This is an optimization exercise on Yosys and OpenROAD, whose aim is small area, not a production implementation. Where RTL was checked, it was by simulation tests only, not by an equivalence proof against the original. Power is estimated from default activity; no workload was simulated.

the previous run:
==> flow/design.v (excerpt) <==
module color_tracker
(
    input   wire        clk         ,
    input   wire        rst_n       ,
    output  wire [15:0] pix_addr    ,
    output  wire        pix_rden    ,
    input   wire [15:0] pix_data    ,
    output  wire [7:0]  vga_r       ,
    output  wire [7:0]  vga_g       ,
    output  wire [7:0]  vga_b       ,
    output  reg         th_hsync    ,
    output  reg         th_vsync    ,
    output  wire [31:0] x_error     ,
    output  wire [31:0] h_error
 ) ;
function rge;
    input [15:0] a;
    input [15:0] b;
    integer i;
    reg c;
    begin
        c = 1'b1;
        for (i = 0; i < 16; i = i + 1)
            c = (a[i] & ~b[i]) | (~(a[i] ^ b[i]) & c);
        rge = c;
    end
endfunction
function [15:0] radd;
    input [15:0] a;
    input [15:0] b;
    integer i;
    reg c;
    begin
        c = 1'b0;
        for (i = 0; i < 16; i = i + 1) begin
            radd[i] = a[i] ^ b[i] ^ c;
            c = (a[i] & b[i]) | (c & (a[i] ^ b[i]));
        end
    end
endfunction
function [4:0] nx5;
    input [4:0] s;
    nx5 = {s[3:0], ~(s[4] ^ s[2])};
endfunction
function [2:0] nx3;
    input [2:0] s;
    nx3 = {s[1:0], ~(s[2] ^ s[1])};
endfunction
function [8:0] nx9;
    input [8:0] s;
    nx9 = {s[7:0], ~(s[8] ^ s[4])};
endfunction
localparam [4:0] C5_0 = 5'd0, C5_15 = 5'd11, C5_16 = 5'd23;
localparam [2:0] C3_0 = 3'd0, C3_4 = 3'd5, C3_5 = 3'd2;
localparam [8:0] C9_0 = 9'd0, C9_500 = 9'd67;
reg [9:0]  h;
reg [9:0]  v;
reg [15:0] addr;
wire       addr_en;
  ...
Size: about 1,300 cells after synthesis, ~170 flip-flops, about 130 I/O pins, ~13,000 um^2 of cells after synthesis.
clock: 12.0 ns
lec_check: 0
cap_margin: 20
core_margin: 2
core_utilization: 65
cts_buf_list: sky130_fd_sc_hd__clkbuf_8
slew_margin: 20
synth_hierarchical: 1
standard.sh (not shown) runs the stock make flow with config.mk's settings and CLKGATE_MAP_FILE= SYNTH_SCRIPT=/design/flow/synth_recipe.tcl, a recipe that flattens the netlist after the stock synthesis.
==> flow/flow/run.sh <==
#!/bin/bash
# The standard layout (standard.sh: the ORFS run, unchanged synthesis),
# with two changes: the buffers ORFS puts on every input and output port are
# the platform's smallest buffer, sky130_fd_sc_hd__buf_1, and clock tree
# synthesis uses clkbuf_8 and inserts no dummy loads.
set -euo pipefail
bash standard.sh "BUFFER_PORTS_ARGS=-buffer_cell sky130_fd_sc_hd__buf_1" \
  "CTS_ARGS=-sink_clustering_enable -repair_clock_nets -buf_list sky130_fd_sc_hd__clkbuf_8 -dont_use_dummy_load" \
  finish > standard_flow.log 2>&1
> inputs changed (the previous run -> the current run)
==> flow/flow/run.sh <==
#!/bin/bash
# The standard layout (standard.sh: the ORFS run, unchanged synthesis),
# with two changes: the buffers ORFS puts on every input and output port are
# the platform's smallest buffer, sky130_fd_sc_hd__buf_1, and clock tree
# synthesis uses clkbuf_8, larger sink clusters and no dummy loads.
set -euo pipefail
bash standard.sh "BUFFER_PORTS_ARGS=-buffer_cell sky130_fd_sc_hd__buf_1" \
  "CTS_ARGS=-sink_clustering_enable -repair_clock_nets -buf_list sky130_fd_sc_hd__clkbuf_8 -dont_use_dummy_load -sink_clustering_size 30 -sink_clustering_max_diameter 150" \
  finish > standard_flow.log 2>&1
--- outcome ---
The current run: PASS, flow complete, no timing, DRC or antenna violations
Power per cell area: the previous run vs the current run identical
Cell count of the previous run is on par with the current run.
Diff the current run..the previous run | gate count after technology mapping | unchanged
~same worst setup slack in the previous run and the current run
Diff the previous run..the current run | share of post-route cells with drive strength above 1 | unchanged
From the previous run to the current run, final routed wire length divided by cell count did not move at all.
The current run against the previous run: number of buffers outside the clock class in the layout closely matched the old numbers; wire length has remained practically unchanged; clock power now sits at about the same level.
Function was not checked in any run of this note: the RTL went through the layout flow alone.

---

Setup of main:
Another version of the RTL of color_tracker (not shown whole).
Size in the first run: roughly 1200 cells after synthesis, roughly 170 flip-flops.
export LEC_CHECK = 0
export CAP_MARGIN = 20
export CORE_MARGIN = 2
export CORE_UTILIZATION = 80
export CTS_BUF_LIST = sky130_fd_sc_hd__clkbuf_8
export SLEW_MARGIN = 20
export SYNTH_HIERARCHICAL = 1
create_clock -name core_clock -period 12.0 [get_ports {clk}]
==> flow/flow/run.sh <==
#!/bin/bash
# The standard layout (standard.sh: the ORFS run) with these changes:
# - synthesis uses a copy of ORFS's scripts in ./scripts in which
#   * the logic is mapped with flow/abc.script, an area-oriented ABC script,
#     in place of abc_speed.script, and
#   * Yosys's adder extraction (extract_fa) runs only on the design's full
#     and half adder modules (fa, ha), not on the rest of the logic;
#   the registers are the standard synthesis's;
# - the buffers ORFS puts on every input and output port are the
#   platform's smallest buffer, sky130_fd_sc_hd__buf_1;
# - clock tree synthesis uses clkbuf_8 and inserts no dummy loads.
set -euo pipefail
rm -rf scripts
cp -r "$FLOW_HOME/scripts" scripts
cp flow/abc.script scripts/abc_speed.script
sed -i 's/^  extract_fa {\*}\[dont_use_extract_fa_args\]$/  extract_fa {*}[dont_use_extract_fa_args] fa ha/' scripts/synth.tcl
grep -q 'dont_use_extract_fa_args\] fa ha$' scripts/synth.tcl
bash standard.sh "SCRIPTS_DIR=$PWD/scripts" \
  "BUFFER_PORTS_ARGS=-buffer_cell sky130_fd_sc_hd__buf_1" \
  "CTS_ARGS=-sink_clustering_enable -repair_clock_nets -buf_list sky130_fd_sc_hd__clkbuf_8 -dont_use_dummy_load" \
  finish > standard_flow.log 2>&1
==> flow/flow/abc.script <==
&get -n
&st
&deepsyn -T 60
&dch
&nf -R 1000
&put
buffer -c
topo
stime -c
upsize -c
dnsize -c
Setup changes, main to the feature branch
-- flow/config.mk --
<<< main, line 8
export CAP_MARGIN = 20
export CORE_MARGIN = 2
export CORE_UTILIZATION = 80
export CTS_BUF_LIST = sky130_fd_sc_hd__clkbuf_8
export SLEW_MARGIN = 20
>>> the feature branch, line 8
export CAP_MARGIN = 20
export CORE_MARGIN = 2
export CORE_UTILIZATION = 65
export CTS_BUF_LIST = sky130_fd_sc_hd__clkbuf_8
export SLEW_MARGIN = 20
Findings:
- Taking main as the reference point, the final core area utilization of the feature branch falls by 16 points.
- The feature branch vs. main: path length in cells of the critical path moved down; highest clock rate higher; proportion of layout cells with a drive suffix above 1 shrank by 0.24 points; total power per unit cell area went down 1.8 mW/mm2.
- On finished layout cell area: the feature branch sits above main.
- main -> the feature branch: total combinational power decreased by a few percent
- The final reports for the feature branch and main show final non-filler cell total higher in the former.
- Amount of wire on met3 after detailed routing was lower in the run labelled the feature branch.
- Run comparison: main destination of the critical timing path h_error[20]; the feature branch destination of the critical timing path h_error[19]

---

Setup of alpha:
Another version of the RTL of color_tracker (not shown whole).
For scale: about 1200 cells after synthesis, about 170 flip-flops, ~13000 um2 of cells after synthesis.
Settings: LEC_CHECK=0, CAP_MARGIN=20, CORE_MARGIN=2, CORE_UTILIZATION=65, CTS_BUF_LIST=sky130_fd_sc_hd__clkbuf_8, SLEW_MARGIN=20, SYNTH_HIERARCHICAL=1; clock period 12.0 ns.
==> flow/flow/run.sh <==
#!/bin/bash
# The standard layout (standard.sh: the ORFS run, unchanged synthesis),
# with two changes: the buffers ORFS puts on every input and output port are
# the platform's smallest buffer, sky130_fd_sc_hd__buf_1, and clock tree
# synthesis uses clkbuf_8 and inserts no dummy loads.
set -euo pipefail
bash standard.sh "BUFFER_PORTS_ARGS=-buffer_cell sky130_fd_sc_hd__buf_1" \
  "CTS_ARGS=-sink_clustering_enable -repair_clock_nets -buf_list sky130_fd_sc_hd__clkbuf_8 -dont_use_dummy_load" \
  finish > standard_flow.log 2>&1
--- input diff alpha..beta ---
==> flow/flow/run.sh <==
#!/bin/bash
set -euo pipefail
bash standard.sh "BUFFER_PORTS_ARGS=-buffer_cell sky130_fd_sc_hd__buf_1" \
  "CTS_ARGS=-sink_clustering_enable -repair_clock_nets -buf_list sky130_fd_sc_hd__clkbuf_8 -dont_use_dummy_load -sink_buffer_max_cap_derate 0.5" \
  finish > standard_flow.log 2>&1
[summary]
Post-detailed-placement cell area: beta vs alpha identical
| number of max-slew violations in the final report | beta vs alpha | ≈ equal |
Area enclosed by the die boundary came out exactly the same in alpha and beta.
Fraction of met1 tracks used by global routing: beta vs alpha identical
Comparing alpha against beta, there is no change at all in simple-gate share of the synthesized area.
Diff alpha..beta | multiplexer area fraction after synthesis | unchanged
On post-synthesis to final-layout area growth, beta tracks alpha almost exactly.
Area after synthesis: beta vs alpha — no meaningful difference
Comparing beta with alpha, the proportion of power drawn by combinational gates came out essentially unchanged.
Compared with alpha, in beta number of max-capacitance violations reported now sits at about the same level, global-route met3 utilization neither gained nor lost much.
No run of this note included a check of the RTL's function; only the layout flow was run.

---

Another version of the RTL of color_tracker (not shown whole).
For scale: roughly 1,300 cells after synthesis, roughly 170 flip-flops, about 130 I/O pins, ~14,000 um^2 of cells after synthesis.
==> flow/design.v (excerpt) <==
module color_tracker
(
    input   wire        clk         ,
    input   wire        rst_n       ,
    output  wire [15:0] pix_addr    ,
    output  wire        pix_rden    ,
    input   wire [15:0] pix_data    ,
    output  wire [7:0]  vga_r       ,
    output  wire [7:0]  vga_g       ,
    output  wire [7:0]  vga_b       ,
    output  reg         th_hsync    ,
    output  reg         th_vsync    ,
    output  wire [31:0] x_error     ,
    output  wire [31:0] h_error
 ) ;
function rge;
    input [15:0] a;
    input [15:0] b;
    integer i;
    reg c;
    begin
        c = 1'b1;
        for (i = 0; i < 16; i = i + 1)
            c = (a[i] & ~b[i]) | (~(a[i] ^ b[i]) & c);
export LEC_CHECK = 0
export CAP_MARGIN = 20
export CORE_MARGIN = 2
export CORE_UTILIZATION = 65
export CTS_BUF_LIST = sky130_fd_sc_hd__clkbuf_8
export SLEW_MARGIN = 20
export SYNTH_HIERARCHICAL = 1
create_clock -name core_clock -period 12.0 [get_ports {clk}]
==> flow/flow/run.sh <==
#!/bin/bash
# The standard layout (standard.sh: the ORFS run, unchanged synthesis),
# with one change: the buffers ORFS puts on every input and output port are
# the platform's smallest buffer, sky130_fd_sc_hd__buf_1.
set -euo pipefail
bash standard.sh "BUFFER_PORTS_ARGS=-buffer_cell sky130_fd_sc_hd__buf_1" finish > standard_flow.log 2>&1
The first run passed the timing, DRC and antenna checks.
Rerun with:
--- a/flow/config.mk
+++ b/flow/config.mk
@@ -8,6 +8,5 @@
 export CAP_MARGIN = 20
 export CORE_MARGIN = 2
-export CORE_UTILIZATION = 65
-export CTS_BUF_LIST = sky130_fd_sc_hd__clkbuf_8
+export CORE_UTILIZATION = 40
 export SLEW_MARGIN = 20
 export SYNTH_HIERARCHICAL = 1
After rerunning:
- first-iteration DRC count went up by about 22%
- utilization went down by 25 points
- wire length went up by 3.8%
Rerun with:
==> flow/run.sh (new file) <==
#!/bin/bash
# synth_recipe.tcl (not shown) runs the flow's synth.tcl, then flattens the netlist and writes it again
# the make line also repeats each setting of config.mk as NAME=value (left out here)
make -C /OpenROAD-flow-scripts/flow DESIGN_CONFIG=/design/flow/config.mk WORK_HOME=/design/flow/orfs CLKGATE_MAP_FILE= SYNTH_SCRIPT=/design/flow/synth_recipe.tcl finish
removed: flow/flow/run.sh
removed: flow/standard.sh
What happened: Clock power rises by about 0.7%; total power grows by 1.1%; synthesized cell count stays the same; sequential cell count is unchanged.

---

Setup of rev 12:
color_tracker, a different RTL version from the one above (not shown whole).
For scale: roughly 1100 cells after synthesis, ~0.012 sq mm of cells after synthesis.
Settings: LEC_CHECK=0, CAP_MARGIN=20, CORE_MARGIN=2, CORE_UTILIZATION=65, CTS_BUF_LIST=sky130_fd_sc_hd__clkbuf_8, SLEW_MARGIN=20, SYNTH_HIERARCHICAL=1; clock period 12.0 ns.
==> flow/flow/run.sh <==
#!/bin/bash
# The standard layout (standard.sh: the ORFS run) with these changes:
# - synthesis uses a copy of ORFS's scripts in ./scripts in which
#   * the logic is mapped with flow/abc.script, an area-oriented ABC script,
#     in place of abc_speed.script, and
#   * Yosys's adder extraction (extract_fa) runs only on the design's full
#     and half adder modules (fa, ha), not on the rest of the logic;
#   the registers are the standard synthesis's;
# - the buffers ORFS puts on every input and output port are the
#   platform's smallest buffer, sky130_fd_sc_hd__buf_1;
# - clock tree synthesis uses clkbuf_8 and inserts no dummy loads.
set -euo pipefail
rm -rf scripts
cp -r "$FLOW_HOME/scripts" scripts
cp flow/abc.script scripts/abc_speed.script
sed -i 's/^  extract_fa {\*}\[dont_use_extract_fa_args\]$/  extract_fa {*}[dont_use_extract_fa_args] fa ha/' scripts/synth.tcl
grep -q 'dont_use_extract_fa_args\] fa ha$' scripts/synth.tcl
bash standard.sh "SCRIPTS_DIR=$PWD/scripts" \
  "BUFFER_PORTS_ARGS=-buffer_cell sky130_fd_sc_hd__buf_1" \
  "CTS_ARGS=-sink_clustering_enable -repair_clock_nets -buf_list sky130_fd_sc_hd__clkbuf_8 -dont_use_dummy_load" \
  finish > standard_flow.log 2>&1
Scripts as last shown in full above: flow/flow/abc.script
Rev 12 ran to completion and came out clean on the timing, DRC and antenna checks.
What rev 13 does differently from rev 12 at the input level:
--- a/flow/flow/run.sh
+++ b/flow/flow/run.sh
@@ -3,6 +3,3 @@
-# - synthesis uses a copy of ORFS's scripts in ./scripts in which
-#   * the logic is mapped with flow/abc.script, an area-oriented ABC script,
-#     in place of abc_speed.script, and
-#   * Yosys's adder extraction (extract_fa) runs only on the design's full
-#     and half adder modules (fa, ha), not on the rest of the logic;
-#   the registers are the standard synthesis's;
+# - synthesis maps the logic with flow/abc.script, an area-oriented ABC
+#   script, in place of ORFS's abc_speed.script (the rest of ORFS's scripts
+#   are used as they are, from a copy in ./scripts);
@@ -16,2 +12,0 @@
-sed -i 's/^  extract_fa {\*}\[dont_use_extract_fa_args\]$/  extract_fa {*}[dont_use_extract_fa_args] fa ha/' scripts/synth.tcl
-grep -q 'dont_use_extract_fa_args\] fa ha$' scripts/synth.tcl
Notes after the runs:
Compared with rev 12, rev 13 shows synthesized cell count that has gone up by a few percent. Changes observed in rev 13 relative to rev 12: via count has increased, instance count along the most critical hold path level, utilization +0.73 points, post-layout instance count excluding filler cells grew by about 6%. [compare] base=rev 12 new=rev 13: critical path depth went up 2; worst-case headroom to the max-slew limit down 10 points; starting density of the core picked up an extra 0.40 points. Taking rev 12 as the reference point, the worst setup skew after layout of rev 13 rises by 0.012 ns. Between rev 13 and rev 12, the final cycle utilization of the critical path figures differ only marginally. Of rev 12 and rev 13, rev 12 shows the higher overall fraction of global-route tracks in use, with rev 13 below it.

---

Another version of the RTL of color_tracker (not shown whole).
For scale: about 1300 cells after synthesis, ~170 flip-flops, about 13000 um2 of cells after synthesis.
export LEC_CHECK = 0
export CAP_MARGIN = 20
export CORE_MARGIN = 2
export CORE_UTILIZATION = 65
export CTS_BUF_LIST = sky130_fd_sc_hd__clkbuf_8
export SLEW_MARGIN = 20
export SYNTH_HIERARCHICAL = 1
create_clock -name core_clock -period 12.0 [get_ports {clk}]
==> flow/flow/run.sh <==
#!/bin/bash
# The standard layout (standard.sh: the ORFS run, unchanged synthesis),
# with two changes: the buffers ORFS puts on every input and output port are
# the platform's smallest buffer, sky130_fd_sc_hd__buf_1, and clock tree
# synthesis uses clkbuf_8 and inserts no dummy loads.
set -euo pipefail
bash standard.sh "BUFFER_PORTS_ARGS=-buffer_cell sky130_fd_sc_hd__buf_1" \
  "CTS_ARGS=-sink_clustering_enable -repair_clock_nets -buf_list sky130_fd_sc_hd__clkbuf_8 -dont_use_dummy_load" \
  finish > standard_flow.log 2>&1
==> next run, changes <==
==> flow/flow/run.sh (replaced) <==
#!/bin/bash
set -euo pipefail
bash standard.sh "BUFFER_PORTS_ARGS=-buffer_cell sky130_fd_sc_hd__buf_1" \
  "CTS_ARGS=-sink_clustering_enable -repair_clock_nets -buf_list sky130_fd_sc_hd__clkbuf_8 -dont_use_dummy_load -sink_clustering_size 40 -sink_clustering_max_diameter 300 -distance_between_buffers 200" \
  finish > standard_flow.log 2>&1
What happened: Non-clock buffer count does not change. Routed wire length hardly moves. Total power hardly moves. Setup slack loses 0.011 ns. Cell count is unchanged. Design area stays the same. Synthesized area stays the same. Sequential cell count does not change.
No run of this note included a check of the RTL's function; only the layout flow was run.

-- afterwards: timing with drivers on the ports --
The flow's constraints put no driver on any port. The routed layouts listed below were extracted and timed again, unchanged, in two steps. Step 1 assumes that a clkbuf_16 drives the clock port and a buf_2 every other input. Step 2 adds t to the input delays and takes it off the output delays; t is the mean of the earliest and latest rising clock arrival at the registers after step 1. Input paths then give back, and output paths get back, about the clock's delay inside the block. Three values: no drivers, after step 1, after step 2; two values: the first two.
| run | t, ns | setup slack, ns | worst slew at a driven data input, ns | pins driven straight from the clock port |
|---|---|---|---|---|
| the previous run | 0.482 | 0.380 / 0.337 / 0.819 | 0.03 | 1 |
| the current run | 0.482 | 0.380 / 0.337 / 0.819 | 0.03 | 1 |
| main | 0.499 | 0.321 / 0.283 / 0.783 | 0.03 | 1 |
| the feature branch | 0.475 | 0.450 / 0.415 / 0.890 | 0.04 | 1 |
| alpha | 0.475 | 0.392 / 0.354 / 0.829 | 0.03 | 1 |
| beta | 0.475 | 0.392 / 0.354 / 0.829 | 0.03 | 1 |
| the first run of note 4 | 0.506 | 0.350 / 0.312 / 0.818 | 0.03 | 1 |
| the second run of note 4 | 0.483 | 0.437 / 0.391 / 0.874 | 0.04 | 1 |
| the third run of note 4 | 0.477 | 0.307 / 0.262 / 0.739 | 0.04 | 1 |
| rev 12 | 0.486 | 0.510 / 0.469 / 0.955 | 0.03 | 1 |
| rev 13 | 0.473 | 0.497 / 0.462 / 0.935 | 0.03 | 1 |
| the first run of note 6 | 0.481 | 0.360 / 0.320 / 0.801 | 0.04 | 1 |
| the second run of note 6 | 0.493 | 0.348 / 0.309 / 0.802 | 0.04 | 1 |
After both steps setup and hold are still met in every run listed.
